This is an optimization exercise on Yosys and OpenROAD, whose aim is small area and a short achievable clock period, not a production implementation.
Function was checked by simulation only, so behaviour that the tests miss may differ from the original.

## flow/constraint.sdc

```tcl
create_clock -name core_clock -period 10.0 [get_ports {clk}]
set_input_delay 2.0000 -clock core_clock [delete_from_list [all_inputs] [get_ports {clk}]]
set_output_delay 2.0000 -clock core_clock [all_outputs]
set_load 0.01 [all_outputs]
```

## flow/run.sh

```bash
#!/bin/bash
# synth_recipe.tcl (not shown) runs the flow's synth.tcl, then flattens the netlist and writes it again
# the make line also repeats each setting of config.mk as NAME=value (left out here)
make -C /OpenROAD-flow-scripts/flow DESIGN_CONFIG=/design/flow/config.mk WORK_HOME=/design/flow/orfs CLKGATE_MAP_FILE= SYNTH_SCRIPT=/design/flow/synth_recipe.tcl finish
```

## flow/design.v

```verilog
`timescale 1ns/1ps
module dit_fft_8 (
    input [15:0] in0_r, in1_r, in2_r, in3_r, in4_r, in5_r, in6_r, in7_r,             
    input [15:0] in0_i, in1_i, in2_i, in3_i, in4_i, in5_i, in6_i, in7_i,             
    input clk, RST_N, write, start,                                                  
    output [15:0] out0_r, out1_r, out2_r, out3_r, out4_r, out5_r, out6_r, out7_r,    
    output [15:0] out0_i, out1_i, out2_i, out3_i, out4_i, out5_i, out6_i, out7_i,    
    output ready                                                                     
);
    reg [15:0] input_r[0:7];
    reg [15:0] input_i[0:7];
    reg [15:0] in_r[0:7];
    reg [15:0] in_i[0:7];
    wire [15:0] pp1o_r[0:7];
    wire [15:0] pp1o_i[0:7];
    reg [15:0] pp2i_r[0:7];
    reg [15:0] pp2i_i[0:7];
    wire [15:0] pp2o_r[0:7];
    wire [15:0] pp2o_i[0:7];
    reg [15:0] pp3i_r[0:7];
    reg [15:0] pp3i_i[0:7];
    reg ready_stage0, ready_stage1, ready_stage2, ready_stage3;
    wire [15:0] w_r[0:7];
    wire [15:0] w_i[0:7];
    reg [15:0] out_r[0:7];
    reg [15:0] out_i[0:7];
    wire [15:0] tmp_r1[0:7];
    wire [15:0] tmp_i1[0:7];
    wire [15:0] tmp_r2[0:7];
    wire [15:0] tmp_i2[0:7];
    integer i;
    always @(posedge clk) begin
      if (RST_N == 1'b0) begin
        ready_stage0 <= 0;
        ready_stage1 <= 0;
        ready_stage2 <= 0;
        ready_stage3 <= 0;
        for (i = 0; i < 8; i = i + 1) begin      
          in_r[i] <= 0;
          in_i[i] <= 0;
        end
      end 
      else begin                                       
        if (write == 1'b1) begin
          input_r[0] <= in0_r;
          input_r[1] <= in1_r;
          input_r[2] <= in2_r;
          input_r[3] <= in3_r;
          input_r[4] <= in4_r;
          input_r[5] <= in5_r;
          input_r[6] <= in6_r;
          input_r[7] <= in7_r;
          input_i[0] <= in0_i;
          input_i[1] <= in1_i;
          input_i[2] <= in2_i;
          input_i[3] <= in3_i;
          input_i[4] <= in4_i;
          input_i[5] <= in5_i;
          input_i[6] <= in6_i;
          input_i[7] <= in7_i;
        end
        if (start == 1'b0) begin
          ready_stage0 <= 0;
        end  
        else begin
          ready_stage0 <= 1;
        end
        ready_stage1 <= ready_stage0;
        ready_stage2 <= ready_stage1;
        ready_stage3 <= ready_stage2;
        for (i = 0; i < 8; i = i + 1) begin      
          in_r[i] <= input_r[i];
          in_i[i] <= input_i[i];
          pp2i_r[i] <= pp1o_r[i];
          pp2i_i[i] <= pp1o_i[i];
          pp3i_r[i] <= pp2o_r[i];
          pp3i_i[i] <= pp2o_i[i];
          out_r[i] <= w_r[i];
          out_i[i] <= w_i[i];
        end
      end
    end 
    assign out0_r = out_r[0];
    assign out1_r = out_r[1];
    assign out2_r = out_r[2];
    assign out3_r = out_r[3];
    assign out4_r = out_r[4];
    assign out5_r = out_r[5];
    assign out6_r = out_r[6];
    assign out7_r = out_r[7];
    assign out0_i = out_i[0];
    assign out1_i = out_i[1];
    assign out2_i = out_i[2];
    assign out3_i = out_i[3];
    assign out4_i = out_i[4];
    assign out5_i = out_i[5];
    assign out6_i = out_i[6];
    assign out7_i = out_i[7];
    assign ready = ready_stage3;
        butterfly_stage_1 B1(.in_r0(in_r[0]), .in_r1(in_r[4]), .in_r2(in_r[2]), .in_r3(in_r[6]), .in_r4(in_r[1]), .in_r5(in_r[5]), .in_r6(in_r[3]), .in_r7(in_r[7]), 
                          .in_i0(in_i[0]), .in_i1(in_i[4]), .in_i2(in_i[2]), .in_i3(in_i[6]), .in_i4(in_i[1]), .in_i5(in_i[5]), .in_i6(in_i[3]), .in_i7(in_i[7]), 
                          .out_r0(pp1o_r[0]), .out_r1(pp1o_r[1]), .out_r2(pp1o_r[2]), .out_r3(pp1o_r[3]), .out_r4(pp1o_r[4]), .out_r5(pp1o_r[5]), .out_r6(pp1o_r[6]), .out_r7(pp1o_r[7]),  
                          .out_i0(pp1o_i[0]), .out_i1(pp1o_i[1]), .out_i2(pp1o_i[2]), .out_i3(pp1o_i[3]), .out_i4(pp1o_i[4]), .out_i5(pp1o_i[5]), .out_i6(pp1o_i[6]), .out_i7(pp1o_i[7]));
        butterfly_stage_2 B2(.in_r0(pp2i_r[0]), .in_r1(pp2i_r[1]), .in_r2(pp2i_r[2]), .in_r3(pp2i_r[3]), .in_r4(pp2i_r[4]), .in_r5(pp2i_r[5]), .in_r6(pp2i_r[6]), .in_r7(pp2i_r[7]), 
                          .in_i0(pp2i_i[0]), .in_i1(pp2i_i[1]), .in_i2(pp2i_i[2]), .in_i3(pp2i_i[3]), .in_i4(pp2i_i[4]), .in_i5(pp2i_i[5]), .in_i6(pp2i_i[6]), .in_i7(pp2i_i[7]), 
                          .out_r0(pp2o_r[0]), .out_r1(pp2o_r[1]), .out_r2(pp2o_r[2]), .out_r3(pp2o_r[3]), .out_r4(pp2o_r[4]), .out_r5(pp2o_r[5]), .out_r6(pp2o_r[6]), .out_r7(pp2o_r[7]),  
                          .out_i0(pp2o_i[0]), .out_i1(pp2o_i[1]), .out_i2(pp2o_i[2]), .out_i3(pp2o_i[3]), .out_i4(pp2o_i[4]), .out_i5(pp2o_i[5]), .out_i6(pp2o_i[6]), .out_i7(pp2o_i[7]));
        butterfly_stage_3 B3(.in_r0(pp3i_r[0]), .in_r1(pp3i_r[1]), .in_r2(pp3i_r[2]), .in_r3(pp3i_r[3]), .in_r4(pp3i_r[4]), .in_r5(pp3i_r[5]), .in_r6(pp3i_r[6]), .in_r7(pp3i_r[7]), 
                          .in_i0(pp3i_i[0]), .in_i1(pp3i_i[1]), .in_i2(pp3i_i[2]), .in_i3(pp3i_i[3]), .in_i4(pp3i_i[4]), .in_i5(pp3i_i[5]), .in_i6(pp3i_i[6]), .in_i7(pp3i_i[7]), 
                          .out_r0(w_r[0]), .out_r1(w_r[1]), .out_r2(w_r[2]), .out_r3(w_r[3]), .out_r4(w_r[4]), .out_r5(w_r[5]), .out_r6(w_r[6]), .out_r7(w_r[7]),  
                          .out_i0(w_i[0]), .out_i1(w_i[1]), .out_i2(w_i[2]), .out_i3(w_i[3]), .out_i4(w_i[4]), .out_i5(w_i[5]), .out_i6(w_i[6]), .out_i7(w_i[7]));       
endmodule
module butterfly_stage_3(input [15:0] in_r0, in_r1, in_r2, in_r3, in_r4, in_r5, in_r6, in_r7, 
                         input [15:0] in_i0, in_i1, in_i2, in_i3, in_i4, in_i5, in_i6, in_i7, 
                         output [15:0] out_r0, out_r1, out_r2, out_r3, out_r4, out_r5, out_r6, out_r7,  
                         output [15:0] out_i0, out_i1, out_i2, out_i3, out_i4, out_i5, out_i6, out_i7);
    butterfly_8_ip B8(.a_r0(in_r0), .b_r1(in_r1), .c_r2(in_r2), .d_r3(in_r3), .e_r4(in_r4), .f_r5(in_r5), .g_r6(in_r6), .h_r7(in_r7), 
                   .a_i0(in_i0), .b_i1(in_i1), .c_i2(in_i2), .d_i3(in_i3), .e_i4(in_i4), .f_i5(in_i5), .g_i6(in_i6), .h_i7(in_i7), 
                   .A_r0(out_r0), .B_r1(out_r1), .C_r2(out_r2), .D_r3(out_r3), .E_r4(out_r4), .F_r5(out_r5), .G_r6(out_r6), .H_r7(out_r7), 
                   .A_i0(out_i0), .B_i1(out_i1), .C_i2(out_i2), .D_i3(out_i3), .E_i4(out_i4), .F_i5(out_i5), .G_i6(out_i6), .H_i7(out_i7));
endmodule
module butterfly_8_ip(input [15:0] a_r0, b_r1, c_r2, d_r3, e_r4, f_r5, g_r6, h_r7 
                                        , a_i0, b_i1, c_i2, d_i3, e_i4, f_i5, g_i6, h_i7, 
                      output [15:0] A_r0, B_r1, C_r2, D_r3, E_r4, F_r5, G_r6, H_r7, 
                                           A_i0, B_i1, C_i2, D_i3, E_i4, F_i5, G_i6, H_i7);
  wire [15:0] f_tmp_r, f_tmp_i, h_tmp_r, h_tmp_i;
  adder add0(.in0(a_r0), .in1(e_r4), .out(A_r0));
  adder add1(.in0(a_i0), .in1(e_i4), .out(A_i0));
  complex_multiplier_pn mult0(.in_r1(f_r5), .in_i1(f_i5), .out_r(f_tmp_r), .out_i(f_tmp_i));
  adder add2(.in0(b_r1), .in1(f_tmp_r), .out(B_r1));
  adder add3(.in0(b_i1), .in1(f_tmp_i), .out(B_i1));
  adder add4(.in0(c_r2), .in1(g_i6), .out(C_r2));
  subtractor sub0(.in0(c_i2), .in1(g_r6), .out(C_i2));
  complex_multiplier_nn mult1(.in_r1(h_r7), .in_i1(h_i7), .out_r(h_tmp_r), .out_i(h_tmp_i));
  adder add5(.in0(d_r3), .in1(h_tmp_r), .out(D_r3));
  adder add6(.in0(d_i3), .in1(h_tmp_i), .out(D_i3));
  subtractor sub1(.in0(a_r0), .in1(e_r4), .out(E_r4));
  subtractor sub2(.in0(a_i0), .in1(e_i4), .out(E_i4));
  subtractor sub3(.in0(b_r1), .in1(f_tmp_r), .out(F_r5));
  subtractor sub4(.in0(b_i1), .in1(f_tmp_i), .out(F_i5));
  subtractor sub5(.in0(c_r2), .in1(g_i6), .out(G_i6));
  adder add7(.in0(c_i2), .in1(g_r6), .out(G_r6));
  subtractor sub6(.in0(d_r3), .in1(h_tmp_r), .out(H_r7));
  subtractor sub7(.in0(d_i3), .in1(h_tmp_i), .out(H_i7));
endmodule
module butterfly_stage_2(input [15:0] in_r0, in_r1, in_r2, in_r3, in_r4, in_r5, in_r6, in_r7, 
                         input [15:0] in_i0, in_i1, in_i2, in_i3, in_i4, in_i5, in_i6, in_i7, 
                         output [15:0] out_r0, out_r1, out_r2, out_r3, out_r4, out_r5, out_r6, out_r7,  
                         output [15:0] out_i0, out_i1, out_i2, out_i3, out_i4, out_i5, out_i6, out_i7);
  butterfly_4_ip b0(.in_r0(in_r0), .in_r1(in_r1), .in_r2(in_r2), .in_r3(in_r3), .in_i0(in_i0), .in_i1(in_i1), .in_i2(in_i2), .in_i3(in_i3), .out_r0(out_r0), .out_r1(out_r1), .out_r2(out_r2), .out_r3(out_r3), .out_i0(out_i0), .out_i1(out_i1), .out_i2(out_i2), .out_i3(out_i3));
  butterfly_4_ip b1(.in_r0(in_r4), .in_r1(in_r5), .in_r2(in_r6), .in_r3(in_r7), .in_i0(in_i4), .in_i1(in_i5), .in_i2(in_i6), .in_i3(in_i7), .out_r0(out_r4), .out_r1(out_r5), .out_r2(out_r6), .out_r3(out_r7), .out_i0(out_i4), .out_i1(out_i5), .out_i2(out_i6), .out_i3(out_i7));
endmodule
module butterfly_4_ip(input [15:0] in_r0, in_r1, in_r2, in_r3, in_i0, in_i1, in_i2, in_i3, 
                      output [15:0] out_r0, out_r1, out_r2, out_r3, out_i0, out_i1, out_i2, out_i3);
  adder add0(.in0(in_r0), .in1(in_r2), .out(out_r0));
  adder add1(.in0(in_i0), .in1(in_i2), .out(out_i0));
  adder add2(.in0(in_r1), .in1(in_i3), .out(out_r1));
  subtractor sub0(.in0(in_i1), .in1(in_r3), .out(out_i1));
  subtractor sub1(.in0(in_r0), .in1(in_r2), .out(out_r2));
  subtractor sub2(.in0(in_i0), .in1(in_i2), .out(out_i2));
  subtractor sub3(.in0(in_r1), .in1(in_i3), .out(out_r3));
  adder add3(.in0(in_i1), .in1(in_r3), .out(out_i3));
endmodule
module butterfly_stage_1(input [15:0] in_r0, in_r1, in_r2, in_r3, in_r4, in_r5, in_r6, in_r7, 
                         input [15:0] in_i0, in_i1, in_i2, in_i3, in_i4, in_i5, in_i6, in_i7, 
                         output [15:0] out_r0, out_r1, out_r2, out_r3, out_r4, out_r5, out_r6, out_r7,  
                         output [15:0] out_i0, out_i1, out_i2, out_i3, out_i4, out_i5, out_i6, out_i7);
  butterfly_2_ip b0(.in_r0(in_r0), .in_r1(in_r1), .in_i0(in_i0), .in_i1(in_i1), .out_r0(out_r0), .out_r1(out_r1), .out_i0(out_i0), .out_i1(out_i1));
  butterfly_2_ip b1(.in_r0(in_r2), .in_r1(in_r3), .in_i0(in_i2), .in_i1(in_i3), .out_r0(out_r2), .out_r1(out_r3), .out_i0(out_i2), .out_i1(out_i3));
  butterfly_2_ip b2(.in_r0(in_r4), .in_r1(in_r5), .in_i0(in_i4), .in_i1(in_i5), .out_r0(out_r4), .out_r1(out_r5), .out_i0(out_i4), .out_i1(out_i5));
  butterfly_2_ip b3(.in_r0(in_r6), .in_r1(in_r7), .in_i0(in_i6), .in_i1(in_i7), .out_r0(out_r6), .out_r1(out_r7), .out_i0(out_i6), .out_i1(out_i7));
endmodule
module butterfly_2_ip(input [15:0] in_r0, in_r1, in_i0, in_i1, output [15:0] out_r0, out_r1, out_i0, out_i1);
  adder add0(.in0(in_r0), .in1(in_r1), .out(out_r0));
  adder add1(.in0(in_i0), .in1(in_i1), .out(out_i0));
  subtractor sub0(.in0(in_r0), .in1(in_r1), .out(out_r1));
  subtractor sub1(.in0(in_i0), .in1(in_i1), .out(out_i1));
endmodule
module complex_multiplier_pn(input [15:0] in_r1, in_i1, output [15:0] out_r, out_i);
  wire [15:0] tmp_A, tmp_B, tmp_C, tmp_D;
  mult_pos mp0(.in(in_r1) ,.out(tmp_A));
  mult_pos mp1(.in(in_i1) ,.out(tmp_B));
  mult_neg mp2(.in(in_r1) ,.out(tmp_C));
  mult_pos mp3(.in(in_i1) ,.out(tmp_D));
  adder add0(.in0(tmp_A), .in1(tmp_B), .out(out_r));
  adder add1(.in0(tmp_C), .in1(tmp_D), .out(out_i));
endmodule
module complex_multiplier_nn(input [15:0] in_r1, in_i1, output [15:0] out_r, out_i);
  wire [15:0] tmp_A, tmp_B, tmp_C, tmp_D;
  mult_pos mp0(.in(in_i1) ,.out(tmp_B));   
  mult_neg mp1(.in(in_r1) ,.out(tmp_A));
  mult_neg mp2(.in(in_i1) ,.out(tmp_C));
  mult_neg mp3(.in(in_r1) ,.out(tmp_D));
  adder add0(.in0(tmp_A), .in1(tmp_B), .out(out_r));
  adder add1(.in0(tmp_C), .in1(tmp_D), .out(out_i));
endmodule
module adder(input [15:0] in0, in1, output [15:0] out);
  wire [15:0] temp1, temp2;
  reg [15:0] temp_out;
  always @* begin
      if(in0[15] == in1[15]) 
          begin       
            temp_out = in0[15]==0 ? {(in0[14:0] + in1[14:0])& 16'h7fff}: {16'h8000 | ((in0[14:0] + in1[14:0])& 16'h7fff)};
            end
        else  
            begin
                if(in0[14:0]>in1[14:0])      
                    begin
                        temp_out = in0[15]==0 ? {(in0[14:0] - in1[14:0])& 16'h7fff} : {16'h8000 | ((in0[14:0] - in1[14:0])& 16'h7fff)};
                    end
                else if (in1[14:0]>in0[14:0])
                    begin
                        temp_out = in1[15]==0 ? {(in1[14:0] - in0[14:0])& 16'h7fff} : {16'h8000 | ((in1[14:0] - in0[14:0])& 16'h7fff)};
                    end
                else 
                    begin
                        temp_out = 16'h0000;
                    end
            end
  end
  assign out = temp_out;  
endmodule
module subtractor(input [15:0] in0, in1, output [15:0] out);
  wire [15:0] temp1, temp2;
  reg [15:0] temp_out;
  adder a1(.in0(in0), .in1({~in1[15], in1[14:0]}), .out(out)); 
endmodule
module mult_pos(input [15:0] in, output [15:0] out);
    assign out[15] = in[15];
    assign out[14:0] = (in[14:0]>>1)+(in[14:0]>>3)+(in[14:0]>>4)+(in[14:0]>>6)+(in[14:0]>>8)+ (in[14:0]>>14);
endmodule
module mult_neg(input [15:0] in, output [15:0] out);
    assign out[15] = ~in[15];
    assign out[14:0] = (in[14:0]>>1)+(in[14:0]>>3)+(in[14:0]>>4)+(in[14:0]>>6)+(in[14:0]>>8) + (in[14:0]>>14);
endmodule
```

## flow/config.mk

```make
export PLATFORM = sky130hd
export DESIGN_NAME = dit_fft_8
export DESIGN_NICKNAME = dit_fft_8
export VERILOG_FILES = /design/flow/design.v
export SDC_FILE = /design/flow/constraint.sdc
export NUM_CORES = 4
export LEC_CHECK = 0
export CAP_MARGIN = 20
export CORE_MARGIN = 2
export CORE_UTILIZATION = 40
export PLACE_DENSITY = 0.6
export SLEW_MARGIN = 20
```

==> run summary <==
sequential cells by signal (all words and copies together), names as in the netlist:
register and count:
in_i 128, in_r 128, input_i 128, input_r 128
out_i 128, out_r 128, pp2i_i 128, pp2i_r 128
pp3i_i 126, pp3i_r 126, ready_stage0 1, ready_stage1 1
ready_stage2 1, ready_stage3 1
synth_stat cells (all sizes together) (30+ instances only):
| cell type | count | area [um2] |
|---|---|---|
| a21oi | 1044 | 5230 |
| o21a | 91 | 683 |
| nand4 | 56 | 350 |
| nor2 | 956 | 3590 |
| nand2 | 619 | 2320 |
| o21ai | 637 | 3200 |
| edfxtp | 1020 | 30600 |
| dfxtp | 260 | 5200 |
| fa | 186 | 3720 |
| mux2 | 61 | 687 |
| o221ai | 113 | 990 |
| mux2i | 319 | 3190 |
| nor3 | 220 | 1110 |
| inv | 1426 | 5350 |
| nand3 | 141 | 706 |
| a21boi | 33 | 248 |
| and2 | 335 | 2100 |
| or3 | 49 | 307 |
| a221oi | 114 | 998 |
| buf | 95 | 478 |
| nand2b | 136 | 851 |
| o31ai | 70 | 526 |
| xor2 | 111 | 991 |
| o21bai | 282 | 2120 |
| ha | 1252 | 15700 |
| o31a | 34 | 298 |
| and3 | 64 | 400 |
| o211ai | 80 | 601 |
| nor2b | 144 | 903 |
| o22ai | 111 | 694 |
| clkbuf | 467 | 1750 |
| xnor2 | 326 | 2870 |
| a21o | 331 | 2480 |
| a221o | 111 | 1110 |
| a211o | 30 | 263 |
| a211oi | 58 | 450 |
| o41ai | 36 | 315 |
| a22oi | 64 | 480 |
| o22a | 39 | 342 |
| a22o | 44 | 385 |
| or2 | 76 | 475 |
| a31oi | 115 | 719 |
final cells by class:
cell class                 count  area [um2]
clock inverter                72         633
inverter                    1431        5370
timing repair buffer         815        7540
tap                         3570        4470
multi-input combinational   8866       66500
sequential                  1280       35800
clock buffer                 216        4470
antenna                        9        22.5
fill                       25800      146000
stage by stage:
step                hold slack [ps]  worst slack [ps]
global placement                414               250
floorplan                       412              1000
global route                    441             -6.24
finish                          421               571
detailed placement              421               208
CTS                             416               131
cells by family (layout without fill, tap and decap cells):
logic type	count (synthesis)	after routing	share of synthesized area
other	0	9	0
multiplexers	380	380	0.0355
AO/OA/AOI/OAI	3721	3721	0.228
flip-flops	1280	1280	0.328
adder cells (fa/ha/maj)	1438	1438	0.177
buffers and inverters	1993	2534	0.0696
AND/OR/NAND/NOR	2889	2890	0.126
XOR/XNOR	437	437	0.0353
critical path, delay by kind of cell (launching register included):
family	cells	cell delay, ps
compound gates	16	2880
xor+xnor	1	280
fa+ha+maj	7	2690
buf+inv	9	1200
flops	1	370
mux	2	360
simple gates	7	1400
routing by layer:
| layer | up-vias | wire length, um |
|---|---|---|
| met1 | 44300 | 161000 |
| met4 | 0 | 14300 |
| li1 | 44000 | - |
| met5 | - | 0 |
| met3 | 490 | 18900 |
| met2 | 2977 | 165000 |
placed cells by master, fill, tap and decap left out, types with 60 or more instances in the layout:
cell | netlist | routed
nor2_1 | 955 | 951
ha_1 | 1252 | 1247
nor3_1 | 219 | 217
dfxtp_1 | 260 | 260
a21o_1 | 331 | 331
a21oi_1 | 1043 | 1035
and3_1 | 64 | 64
o22ai_1 | 111 | 111
nor2b_1 | 143 | 141
nand3_1 | 141 | 141
a22oi_1 | 64 | 64
xor2_1 | 110 | 86
a221oi_1 | 114 | 112
mux2i_1 | 319 | 319
mux2_2 | 60 | 60
clkbuf_16 | 0 | 165
o21a_1 | 91 | 89
o21bai_1 | 281 | 281
o211ai_1 | 80 | 80
xnor2_1 | 324 | 305
fa_1 | 186 | 186
o221ai_1 | 113 | 113
inv_1 | 1422 | 1420
nand2_1 | 619 | 618
o21ai_0 | 614 | 608
edfxtp_1 | 1020 | 1020
clkdlybuf4s50_1 | 0 | 515
or2_2 | 71 | 70
o31ai_1 | 70 | 68
nand2b_1 | 136 | 136
buf_4 | 7 | 288
a31oi_1 | 115 | 113
a221o_1 | 111 | 111
and2_1 | 332 | 331
final timing paths:
check | startpoint | end | slack (ps) | cells after the start
setup / recovery | pp3i_i[7][4]$_DFFE_PP_ | out_r[3][14]$_DFFE_PP_ | 570 | 42
hold / removal | input_i[2][9]$_DFFE_PP_ | in_i[2][9]$_SDFF_PN0_ | 420 | 1
setup reg to reg | pp3i_i[7][4]$_DFFE_PP_ | out_r[3][14]$_DFFE_PP_ | 570 | 42
hold reg to reg | input_i[2][9]$_DFFE_PP_ | in_i[2][9]$_SDFF_PN0_ | 420 | 1
timing repair:
item	in CTS	in global routing
setup buffers	0	5
hold buffers	0	0
resized for setup	0	55
endpoints found under the setup margin	0	121
==> flow_metrics.py <==
metrics = {
    "timing": {
        "setup-violations-final": 0,
        "period_minus_slack_ps": 9430,
        "max-slew-margin-rel": 0.178,
        "tns_ps": 0,
        "worstMarginPinSlew_ps": 1220,
        "finalHoldViolCount": 0,
        "finClkSkew_ps": 35.1,
        "fmax_mhz": 106,
        "slew_viol_final": 0,
        "fin_crit_sh": 0.943,
    },
    "global_routing": {
        "busiest_layer": "met2",
        "use_met1": 0.339,
        "antenna_found_initial": 19,
        "grtUsageTotal": 0.249,
        "grt_max_degree": 154,
        "grt_pass1_vias": 88300,
        "grt_pass1_wl_um": 539000,
        "gr-usage-met3": 0.0238,
        "use_met2": 0.408,
        "grt-ovfl-total": 0,
    },
    "critical_path": {
        "slowest_stage": "fa_1",
        "required_ps": 10570,
        "end_kind": "flop",
        "worstSetupStartpointType": "flop",
        "crit_fanout": 12,
        "crit_top_cell": "inv_1",
        "cpPeakStageDelay_ps": 460,
        "crit_type": "reg2reg",
        "cp.arrival_ps": 10000,
    },
    "placement": {
        "dp.cells": 16000,
        "dp_hpwl_um": 294000,
        "portBuffers": 516,
        "placed_area_um2": 119000,
        "gp_congestion": 0.967,
    },
    "floorplanning": {
        "die_y_um": 527,
        "ioPinCount": 517,
        "rows": 191,
        "start_util": 0.403,
        "die_x_um": 527,
        "die-area_um2": 277000,
        "core_um2": 271000,
    },
    "routing": {
        "ant_nets": 0,
        "via_per_inst": 5.64,
        "drt_iter0_drc": 8111,
        "vias": 91700,
        "routed_wirelength_um": 359000,
        "remaining_drc_errors": 0,
        "wl_per_cell_um": 22.1,
        "dr.pass1.iters": 7,
    },
    "final_layout": {
        "nets": 14300,
        "instances_no_fill": 16300,
        "post-route-util": 0.460,
        "drive_above_1_share": 0.0680,
        "layout-area-overhead-vs-synth_pct": 14.2,
        "final_area_um2": 125000,
    },
    "cts": {
        "clk_pin_slew_worst_paths_ps": 60,
        "htreeDepth": 4,
        "cts_buffers": 158,
        "cts_tree": "done",
        "cts_max_path_buffers": 4,
        "cts_sinks": 1280,
        "cts_root_buffer": "clkbuf_16",
        "clock_latency_ps": 850,
    },
    "yosys": {
        "ys_types": 100,
        "synth_cells": 12100,
        "yosysWarnings": 22,
        "synth_nets": 13800,
        "avgSynthCellArea_um2": 9.00,
        "synth-seq-cells": 1280,
        "ys_seq_area_frac": 0.328,
        "synth_edf_count": 1020,
        "async_flop_share": 0,
        "syn_area_um2": 109000,
        "ys.flop_type": "edfxtp_1",
    },
    "outcome": {
        "status": "complete, no violations",
    },
    "job": {
        "drv_cap": 0,
    },
    "min_path": {
        "hold_class": "reg2reg",
    },
}

port drivers added, routing unchanged:
How much do the figures lean on ideal ports? The routed layout below was timed once more, with nothing changed but the port constraints.
Step 1 (the two cells are an assumption about what drives the block):
set clk [get_ports {clk}]
set_driving_cell -lib_cell sky130_fd_sc_hd__clkbuf_16 $clk
set_driving_cell -lib_cell sky130_fd_sc_hd__buf_2 [delete_from_list [all_inputs] $clk]
Step 2, shift: input delay + t, output delay - t, t = (earliest + latest rising clock arrival at the registers) / 2. This alone moves slack from input paths to output paths.
Slacks: ideal ports / drivers / drivers and shift; pairs: ideal ports / drivers.
shift t [ns]: 0.935
slack for setup (ns): 0.571 / 0.571 / 0.571
clock arrival spread, ns: 0.037 / 0.038
worst register clock-pin slew, ns: 0.07 / 0.07
After both steps this run still meets setup and hold. The setup slack of this run moves by 0.000 ns with the drivers and by 0.000 ns with both steps.
